This design comes from an exercise in tuning for small area on the open sky130 flow, not from production work.
In this exercise RTL edits were held to simulation tests only and were not proved equivalent to the original.
No driver is modelled on the clock port, so clock power and skew are understated where the tree is cut down; a real chip needs a root buffer or a tree.
Power is estimated from default activity; no workload was simulated.

==> run a <==
// a9
module a9(x0,x1,x2,x3,x4,x5,x6,x7,x8,x9,h0,h1,h2,h3,h4,h5,h6,h7,h8,h9,clk,reset,y);
input [3:0] x0,x1,x2,x3,x4,x5,x6,x7,x8,x9;
input [3:0] h0,h1,h2,h3,h4,h5,h6,h7,h8,h9;
input   reset,clk;
output reg [31:0] y;
wire p0_00, p0_01, p0_02, p0_03, p0_10, p0_11, p0_12, p0_13, p0_20, p0_21, p0_22, p0_23, p0_30, p0_31, p0_32, p0_33;
wire p1_00, p1_01, p1_02, p1_03, p1_10, p1_11, p1_12, p1_13, p1_20, p1_21, p1_22, p1_23, p1_30, p1_31, p1_32, p1_33;
wire p2_00, p2_01, p2_02, p2_03, p2_10, p2_11, p2_12, p2_13, p2_20, p2_21, p2_22, p2_23, p2_30, p2_31, p2_32, p2_33;
wire p3_00, p3_01, p3_02, p3_03, p3_10, p3_11, p3_12, p3_13, p3_20, p3_21, p3_22, p3_23, p3_30, p3_31, p3_32, p3_33;
wire p4_00, p4_01, p4_02, p4_03, p4_10, p4_11, p4_12, p4_13, p4_20, p4_21, p4_22, p4_23, p4_30, p4_31, p4_32, p4_33;
wire p5_00, p5_01, p5_02, p5_03, p5_10, p5_11, p5_12, p5_13, p5_20, p5_21, p5_22, p5_23, p5_30, p5_31, p5_32, p5_33;
wire p6_00, p6_01, p6_02, p6_03, p6_10, p6_11, p6_12, p6_13, p6_20, p6_21, p6_22, p6_23, p6_30, p6_31, p6_32, p6_33;
wire p7_00, p7_01, p7_02, p7_03, p7_10, p7_11, p7_12, p7_13, p7_20, p7_21, p7_22, p7_23, p7_30, p7_31, p7_32, p7_33;
wire p8_00, p8_01, p8_02, p8_03, p8_10, p8_11, p8_12, p8_13, p8_20, p8_21, p8_22, p8_23, p8_30, p8_31, p8_32, p8_33;
wire p9_00, p9_01, p9_02, p9_03, p9_10, p9_11, p9_12, p9_13, p9_20, p9_21, p9_22, p9_23, p9_30, p9_31, p9_32, p9_33;
wire s1, c2, s3, c4, s5, c6, s7, c8, c9, s10, c11, s12, c13, s14, c15, s16;
  ...
Settings: LEC_CHECK=0, CAP_MARGIN=20, CORE_MARGIN=2, CORE_UTILIZATION=40, CTS_BUF_LIST=sky130_fd_sc_hd__clkbuf_4, CTS_CLUSTER_DIAMETER=500, CTS_CLUSTER_SIZE=30, SLEW_MARGIN=20, SYNTH_HIERARCHICAL=1; clock period 7.5 ns.
standard.sh (not shown) runs the stock make flow with config.mk's settings and CLKGATE_MAP_FILE= SYNTH_SCRIPT=/design/flow/synth_recipe.tcl, a recipe that flattens the netlist after the stock synthesis.
==> flow/flow/run.sh <==
#!/bin/bash
# The standard layout (the standard.sh, synthesis unchanged), with two
# changes to how it is built:
#  - every port is buffered with the smallest buffer, sky130_fd_sc_hd__buf_1,
#    instead of the one buffer_ports picks itself;
#  - the constant outputs y[31:12] share one tie cell instead of one each.
set -euo pipefail
export SKIP_REPAIR_TIE_FANOUT=1
export BUFFER_PORTS_ARGS="-buffer_cell sky130_fd_sc_hd__buf_1"
bash standard.sh synth > synth.log 2>&1
bash standard.sh finish > finish.log 2>&1
==> run b (differences from run a) <==
--- a/flow/design.v
+++ b/flow/design.v
@@ -6,17 +6,12 @@
 endmodule
 module or2(a, b, y);
 input a, b;
 output y;
 assign y = a | b;
 endmodule
-module nor2(a, b, y);
-input a, b;
-output y;
-assign y = ~(a | b);
-endmodule
 module a9(x0,x1,x2,x3,x4,x5,x6,x7,x8,x9,h0,h1,h2,h3,h4,h5,h6,h7,h8,h9,clk,reset,y);
 input [3:0] x0,x1,x2,x3,x4,x5,x6,x7,x8,x9;
 input [3:0] h0,h1,h2,h3,h4,h5,h6,h7,h8,h9;
 input   reset,clk;
 output reg [31:0] y;
 wire p0_00, p0_01, p0_02, p0_03, p0_10, p0_11, p0_12, p0_13, p0_20, p0_21, p0_22, p0_23, p0_30, p0_31, p0_32, p0_33;
@@ -360,23 +355,23 @@
 fa u294 (.a(c278), .b(c280), .ci(c282), .s(s293), .co(c294));
 fa u296 (.a(c284), .b(s293), .ci(c286), .s(s295), .co(c296));
 fa u298 (.a(c288), .b(s295), .ci(c290), .s(s297), .co(c298));
 or2 u299 (.a(s297), .b(c292), .y(c299));
 fa u301 (.a(c294), .b(c296), .ci(c298), .s(s300), .co(c301));
 or2 u302 (.a(s300), .b(c299), .y(c302));
-nor2 u303 (.a(c301), .b(c302), .y(c303));
+or2 u303 (.a(c301), .b(c302), .y(c303));
 assign sum[0] = s5 ^ s7;
 assign sum[1] = ~s32;
 assign sum[2] = c33 ^ s72;
 assign sum[3] = ~s133;
 assign sum[4] = c134 ^ s191;
 assign sum[5] = c193 ^ s240;
 assign sum[6] = ~s275;
 assign sum[7] = ~s291;
 assign sum[8] = s297 ^ c292;
 assign sum[9] = s300 ^ c299;
 assign sum[10] = c301 ^ c302;
-assign sum[11] = c303;
+assign sum[11] = ~c303;
 always @(posedge clk or posedge reset)
   if (reset) y <= 32'd0;
   else y <= {20'd0, sum};
 endmodule
==> flow/run.sh (new file) <==
#!/bin/bash
# synth_recipe.tcl (not shown) runs the flow's synth.tcl, then flattens the netlist and writes it again
# the make line also repeats each setting of config.mk as NAME=value (left out here)
make -C /OpenROAD-flow-scripts/flow DESIGN_CONFIG=/design/flow/config.mk WORK_HOME=/design/flow/orfs CLKGATE_MAP_FILE= SYNTH_SCRIPT=/design/flow/synth_recipe.tcl finish
CTS_BUF_LIST = default   (was sky130_fd_sc_hd__clkbuf_4)
CTS_CLUSTER_DIAMETER = default   (was 500)
CTS_CLUSTER_SIZE = default   (was 30)
removed: flow/flow/run.sh
removed: flow/standard.sh
==> out/results.txt <==
Clock Pin Slew Worst Setup and Hold Paths = 0.08 ns
Seq/total area = 6.623%
metal2 WL = 5441 um
register area share after synthesis = 7.255%
crit-path cells = buf_1, nand2_1, fa_1, fa_1, fa_1, fa_1, fa_1, fa_1, fa_1, fa_1, or2_1, fa_1, fa_1, or2_1, or2_1, xor2_1
post-synthesis cell count = 360
root buffer cell = clkbuf_4
CP peak stage delay = 0.52 ns
Sw Share = 49.32%
Clk pwr share = 1.6%
crit path time final = 7.098 ns
grt met3 use = 1.299%
outcome = no timing/DRC/antenna violations
crit path from = h1[0]
That was run a.
==> out/results.txt <==
outcome = no timing/DRC/antenna violations
Clock Pin Slew Worst Setup and Hold Paths = 0.06 ns
CP peak stage delay = 0.57 ns
crit-path cells = clkdlybuf4s50_1, nand2_1, fa_2, fa_1, fa_1, fa_1, fa_2, fa_1, fa_1, fa_1, or2_1, fa_2, fa_1, or2_1, or2_1, or2_1, inv_1
register area share after synthesis = 7.244%
Sw Share = 44.05%
Seq/total area = 5.310%
grt met3 use = 3.030%
H-tree levels = 1
crit path from = h5[0]
commonest non-fill, non-tap cell in the layout = nand2_1
crit path time final = 7.281 ns
root buffer cell = clkbuf_8
Biggest Area Class = multi-input combinational cells
most frequent cells in the layout = nand2_1 (159), fa_1 (140), clkdlybuf4s50_1 (88)
metal2 WL = 5779 um
Clk pwr share = 2.4%
initial DRC count = 104
That was run b.

---

==> 02-23: inputs <==
Starting RTL as in the previous note.
// a9
module a9(x0,x1,x2,x3,x4,x5,x6,x7,x8,x9,h0,h1,h2,h3,h4,h5,h6,h7,h8,h9,clk,reset,y);
input [3:0] x0,x1,x2,x3,x4,x5,x6,x7,x8,x9;
input [3:0] h0,h1,h2,h3,h4,h5,h6,h7,h8,h9;
input   reset,clk;
output reg [31:0] y;
wire p0_00, p0_01, p0_02, p0_03, p0_10, p0_11, p0_12, p0_13, p0_20, p0_21, p0_22, p0_23, p0_30, p0_31, p0_32, p0_33;
wire p1_00, p1_01, p1_02, p1_03, p1_10, p1_11, p1_12, p1_13, p1_20, p1_21, p1_22, p1_23, p1_30, p1_31, p1_32, p1_33;
wire p2_00, p2_01, p2_02, p2_03, p2_10, p2_11, p2_12, p2_13, p2_20, p2_21, p2_22, p2_23, p2_30, p2_31, p2_32, p2_33;
wire p3_00, p3_01, p3_02, p3_03, p3_10, p3_11, p3_12, p3_13, p3_20, p3_21, p3_22, p3_23, p3_30, p3_31, p3_32, p3_33;
wire p4_00, p4_01, p4_02, p4_03, p4_10, p4_11, p4_12, p4_13, p4_20, p4_21, p4_22, p4_23, p4_30, p4_31, p4_32, p4_33;
wire p5_00, p5_01, p5_02, p5_03, p5_10, p5_11, p5_12, p5_13, p5_20, p5_21, p5_22, p5_23, p5_30, p5_31, p5_32, p5_33;
wire p6_00, p6_01, p6_02, p6_03, p6_10, p6_11, p6_12, p6_13, p6_20, p6_21, p6_22, p6_23, p6_30, p6_31, p6_32, p6_33;
wire p7_00, p7_01, p7_02, p7_03, p7_10, p7_11, p7_12, p7_13, p7_20, p7_21, p7_22, p7_23, p7_30, p7_31, p7_32, p7_33;
wire p8_00, p8_01, p8_02, p8_03, p8_10, p8_11, p8_12, p8_13, p8_20, p8_21, p8_22, p8_23, p8_30, p8_31, p8_32, p8_33;
wire p9_00, p9_01, p9_02, p9_03, p9_10, p9_11, p9_12, p9_13, p9_20, p9_21, p9_22, p9_23, p9_30, p9_31, p9_32, p9_33;
  ...
==> flow/config.mk <==
export PLATFORM = sky130hd
export DESIGN_NAME = a9
export DESIGN_NICKNAME = a9
export VERILOG_FILES = /design/flow/design.v
export SDC_FILE = /design/flow/constraint.sdc
export NUM_CORES = 4
export LEC_CHECK = 0
export CAP_MARGIN = 20
export CORE_MARGIN = 2
export CORE_UTILIZATION = 40
export CTS_BUF_LIST = sky130_fd_sc_hd__clkbuf_4
export SLEW_MARGIN = 20
export SYNTH_HIERARCHICAL = 1
==> flow/constraint.sdc <==
create_clock -name core_clock -period 7.5 [get_ports {clk}]
set_input_delay 1.5000 -clock core_clock [delete_from_list [all_inputs] [get_ports {clk}]]
set_output_delay 1.5000 -clock core_clock [all_outputs]
set_load 0.01 [all_outputs]
==> flow/flow/run.sh <==
#!/bin/bash
# The standard layout (the standard.sh, synthesis unchanged), with three
# changes to how it is built:
#  - every port is buffered with the smallest buffer, sky130_fd_sc_hd__buf_1,
#    instead of the one buffer_ports picks itself;
#  - the constant outputs y[31:12] share one tie cell instead of one each;
#  - after CTS, the clock tree of the 12 registers is collapsed into its
#    root buffer (flow/post_cts.tcl), so all registers are clocked by one
#    sky130_fd_sc_hd__clkbuf_8 placed at their centre.
set -euo pipefail
export SKIP_REPAIR_TIE_FANOUT=1
export BUFFER_PORTS_ARGS="-buffer_cell sky130_fd_sc_hd__buf_1"
export POST_CTS_TCL="$PWD/flow/post_cts.tcl"
bash standard.sh synth > synth.log 2>&1
bash standard.sh finish > finish.log 2>&1
==> flow/flow/post_cts.tcl <==
# Collapse the clock tree CTS built for the 12 registers into its root
# buffer: every register clock pin is moved onto the root buffer's output,
# and the leaf buffers and dummy loads CTS added are removed.  The root is
# then made a sky130_fd_sc_hd__clkbuf_8, moved to the centre of its
# registers, and the placement legalised again.
set block [ord::get_db_block]
set clk_net [$block findNet clk]
set root ""
foreach it [$clk_net getITerms] {
  set inst [$it getInst]
  if {[string match sky130_fd_sc_hd__clkbuf_* [[$inst getMaster] getName]]} {
    set root $inst
  }
}
if {$root eq ""} { error "post_cts: no root clock buffer on net clk" }
set root_out ""
foreach it [$root getITerms] {
  if {[$it isOutputSignal]} { set root_out [$it getNet] }
}
puts "post_cts: root [$root getName] drives [$root_out getName]"
set moved 0
foreach it [$root_out getITerms] {
  set inst [$it getInst]
  if {$inst eq $root} { continue }
  set mname [[$inst getMaster] getName]
  if {[string match sky130_fd_sc_hd__clkbuf_* $mname]} {
    set onet ""
    foreach o [$inst getITerms] { if {[$o isOutputSignal]} { set onet [$o getNet] } }
    foreach s [$onet getITerms] {
      if {[$s getInst] eq $inst} { continue }
      set sinst [$s getInst]
      if {[string match sky130_fd_sc_hd__clkinv_* [[$sinst getMaster] getName]] && [string match clkload* [$sinst getName]]} {
        puts "post_cts: remove dummy load [$sinst getName]"
        odb::dbInst_destroy $sinst
        continue
      }
      $s disconnect
      $s connect $root_out
      incr moved
    }
    puts "post_cts: remove [$inst getName]"
    odb::dbInst_destroy $inst
    odb::dbNet_destroy $onet
  } elseif {[string match clkload* [$inst getName]]} {
    puts "post_cts: remove dummy load [$inst getName]"
    odb::dbInst_destroy $inst
  }
}
puts "post_cts: moved $moved clock pins onto [$root_out getName]"
set sx 0; set sy 0; set n 0
foreach it [$root_out getITerms] {
  set inst [$it getInst]
  if {$inst eq $root} { continue }
  set loc [$inst getLocation]
  incr sx [lindex $loc 0]; incr sy [lindex $loc 1]; incr n
}
replace_cell [$root getName] sky130_fd_sc_hd__clkbuf_8
$root setPlacementStatus PLACED
$root setLocation [expr {$sx / $n}] [expr {$sy / $n}]
detailed_placement
check_placement -verbose
estimate_parasitics -placement
report_checks -path_delay min_max -format end
==> 08-07 (differences from 02-23) <==
--- a/flow/design.v
+++ b/flow/design.v
@@ -7,15 +7,10 @@
 module or2(a, b, y);
 input a, b;
 output y;
 assign y = a | b;
 endmodule
-module nor2(a, b, y);
-input a, b;
-output y;
-assign y = ~(a | b);
-endmodule
 module a9(x0,x1,x2,x3,x4,x5,x6,x7,x8,x9,h0,h1,h2,h3,h4,h5,h6,h7,h8,h9,clk,reset,y);
 input [3:0] x0,x1,x2,x3,x4,x5,x6,x7,x8,x9;
 input [3:0] h0,h1,h2,h3,h4,h5,h6,h7,h8,h9;
 input   reset,clk;
 output reg [31:0] y;
@@ -361,11 +356,11 @@
 fa u296 (.a(c284), .b(s293), .ci(c286), .s(s295), .co(c296));
 fa u298 (.a(c288), .b(s295), .ci(c290), .s(s297), .co(c298));
 or2 u299 (.a(s297), .b(c292), .y(c299));
 fa u301 (.a(c294), .b(c296), .ci(c298), .s(s300), .co(c301));
 or2 u302 (.a(s300), .b(c299), .y(c302));
-nor2 u303 (.a(c301), .b(c302), .y(c303));
+or2 u303 (.a(c301), .b(c302), .y(c303));
 assign sum[0] = s5 ^ s7;
 assign sum[1] = ~s32;
 assign sum[2] = c33 ^ s72;
 assign sum[3] = ~s133;
 assign sum[4] = c134 ^ s191;
@@ -373,10 +368,10 @@
 assign sum[6] = ~s275;
 assign sum[7] = ~s291;
 assign sum[8] = s297 ^ c292;
 assign sum[9] = s300 ^ c299;
 assign sum[10] = c301 ^ c302;
-assign sum[11] = c303;
+assign sum[11] = ~c303;
 always @(posedge clk or posedge reset)
   if (reset) y <= 32'd0;
   else y <= {20'd0, sum};
 endmodule
==> flow/flow/run.sh (replaced) <==
#!/bin/bash
# The standard layout, with every port buffered by the smallest buffer
# (sky130_fd_sc_hd__buf_1) instead of the one buffer_ports picks itself.
set -euo pipefail
# One tie cell drives all the constant outputs.
export SKIP_REPAIR_TIE_FANOUT=1
export BUFFER_PORTS_ARGS="-buffer_cell sky130_fd_sc_hd__buf_1"
bash standard.sh synth > synth.log 2>&1
bash standard.sh finish > finish.log 2>&1
--- a/flow/config.mk
+++ b/flow/config.mk
@@ -7,7 +7,9 @@
 export LEC_CHECK = 0
 export CAP_MARGIN = 20
 export CORE_MARGIN = 2
 export CORE_UTILIZATION = 40
 export CTS_BUF_LIST = sky130_fd_sc_hd__clkbuf_4
+export CTS_CLUSTER_DIAMETER = 500
+export CTS_CLUSTER_SIZE = 30
 export SLEW_MARGIN = 20
 export SYNTH_HIERARCHICAL = 1
removed: flow/flow/post_cts.tcl
==> 10-14 (differences from 02-23) <==
--- a/flow/design.v
+++ b/flow/design.v
@@ -7,15 +7,10 @@
 module or2(a, b, y);
 input a, b;
 output y;
 assign y = a | b;
 endmodule
-module nor2(a, b, y);
-input a, b;
-output y;
-assign y = ~(a | b);
-endmodule
 module a9(x0,x1,x2,x3,x4,x5,x6,x7,x8,x9,h0,h1,h2,h3,h4,h5,h6,h7,h8,h9,clk,reset,y);
 input [3:0] x0,x1,x2,x3,x4,x5,x6,x7,x8,x9;
 input [3:0] h0,h1,h2,h3,h4,h5,h6,h7,h8,h9;
 input   reset,clk;
 output reg [31:0] y;
@@ -361,11 +356,11 @@
 fa u296 (.a(c284), .b(s293), .ci(c286), .s(s295), .co(c296));
 fa u298 (.a(c288), .b(s295), .ci(c290), .s(s297), .co(c298));
 or2 u299 (.a(s297), .b(c292), .y(c299));
 fa u301 (.a(c294), .b(c296), .ci(c298), .s(s300), .co(c301));
 or2 u302 (.a(s300), .b(c299), .y(c302));
-nor2 u303 (.a(c301), .b(c302), .y(c303));
+or2 u303 (.a(c301), .b(c302), .y(c303));
 assign sum[0] = s5 ^ s7;
 assign sum[1] = ~s32;
 assign sum[2] = c33 ^ s72;
 assign sum[3] = ~s133;
 assign sum[4] = c134 ^ s191;
@@ -373,10 +368,10 @@
 assign sum[6] = ~s275;
 assign sum[7] = ~s291;
 assign sum[8] = s297 ^ c292;
 assign sum[9] = s300 ^ c299;
 assign sum[10] = c301 ^ c302;
-assign sum[11] = c303;
+assign sum[11] = ~c303;
 always @(posedge clk or posedge reset)
   if (reset) y <= 32'd0;
   else y <= {20'd0, sum};
 endmodule
==> flow/flow/run.sh (replaced) <==
#!/bin/bash
# The standard layout, with every port buffered by the smallest buffer
# (sky130_fd_sc_hd__buf_1) instead of the one buffer_ports picks itself.
set -euo pipefail
export BUFFER_PORTS_ARGS="-buffer_cell sky130_fd_sc_hd__buf_1"
bash standard.sh synth > synth.log 2>&1
bash standard.sh finish > finish.log 2>&1
--- a/flow/config.mk
+++ b/flow/config.mk
@@ -6,8 +6,7 @@
 export NUM_CORES = 4
 export LEC_CHECK = 0
 export CAP_MARGIN = 20
 export CORE_MARGIN = 2
 export CORE_UTILIZATION = 40
-export CTS_BUF_LIST = sky130_fd_sc_hd__clkbuf_4
 export SLEW_MARGIN = 20
 export SYNTH_HIERARCHICAL = 1
removed: flow/flow/post_cts.tcl
==> qor.csv <==
metric,value,unit
"Critical Path, Cell by Cell",buf_1 > nand2_1 > fa_1 > fa_1 > fa_1 > fa_1 > fa_1 > fa_1 > fa_1 > fa_1 > or2_1 > fa_1 > fa_1 > or2_1 > or2_1 > or2_1 > inv_1,
multi-input combinational area share,80.7,%
largest net degree at the start of global routing,13,
die height,106,µm
Synth area leaders,"fa_1 71%, nand2_1 14%, dfrtp_1 7.2%",
status,finished clean,
commonest cells in the netlist,"160 x nand2_1, 148 x fa_1, 20 x buf_4",
Vias,2781,
The numbers above come from 10-14.

==> qor.csv <==
metric,value,unit
status,finished clean,
largest net degree at the start of global routing,21,
commonest cells in the netlist,"160 x nand2_1, 148 x fa_1, 20 x buf_4",
Max Cap Viol,0,
RSZ-0062 raised after global routing,false,
Vias,2752,
Seq pwr share,7.1,%
# DRC,0,
multi-input combinational area share,81.2,%
Comb. pwr,2.24,mW
Met3 Wirelength,404,µm
die height,106,µm
Routed WL,9930,µm
The numbers above come from 02-23.

==> qor.csv <==
metric,value,unit
Seq pwr share,7.3,%
DRT iter0 DRCs,142,
largest net degree at the start of global routing,21,
Vias,2773,
commonest cells in the netlist,"160 x nand2_1, 148 x fa_1, 20 x buf_4",
most common cell in the synthesized netlist,nand2_1,
yosys warns,7,
multi-input combinational area share,80.9,%
status,finished clean,
"Critical Path, Cell by Cell",buf_1 > nand2_1 > fa_1 > fa_1 > fa_1 > fa_1 > fa_1 > fa_1 > fa_1 > fa_1 > or2_1 > fa_1 > fa_1 > or2_1 > or2_1 > or2_1 > inv_1,
die height,106,µm
The numbers above come from 08-07.

static timing again, ports no longer ideal:
The flow's constraints put no driver on any port. The routed layouts listed below were extracted and timed again, unchanged, in two steps. Step 1: set_driving_cell puts a clkbuf_16 on clk and a buf_2 on each other input, an assumption about the parent block. Step 2 times the ports against the registers' clock, not the clock port: input delays grow and output delays shrink by t, the midpoint of the rising clock arrivals with the driver on. Slacks: no drivers / after step 1 / after step 2; pairs: no drivers / after step 1.
| run | t, ns | setup WS [ns] | worst setup path at the end | latest minus earliest clock arrival (ns) | cell pins on the clock port's net |
|---|---|---|---|---|---|
| run a | 0.295 | 0.402 / 0.406 / 0.111 | input to register | 0.005 / 0.005 | 1 |
| run b | 0.270 | 0.219 / 0.218 / -0.052 | input to register | 0.001 / 0.001 | 1 |
| 02-23 | 0.169 | 0.274 / 0.280 / 0.111 | input to register | 0.000 / 0.000 | 1 |
| 08-07 | 0.292 | 0.318 / 0.319 / 0.027 | input to register | 0.001 / 0.000 | 1 |
| 10-14 | 0.264 | 0.385 / 0.388 / 0.124 | input to register | 0.004 / 0.004 | 1 |
With both steps, setup timing fails in run b, where it was met with ideal ports.
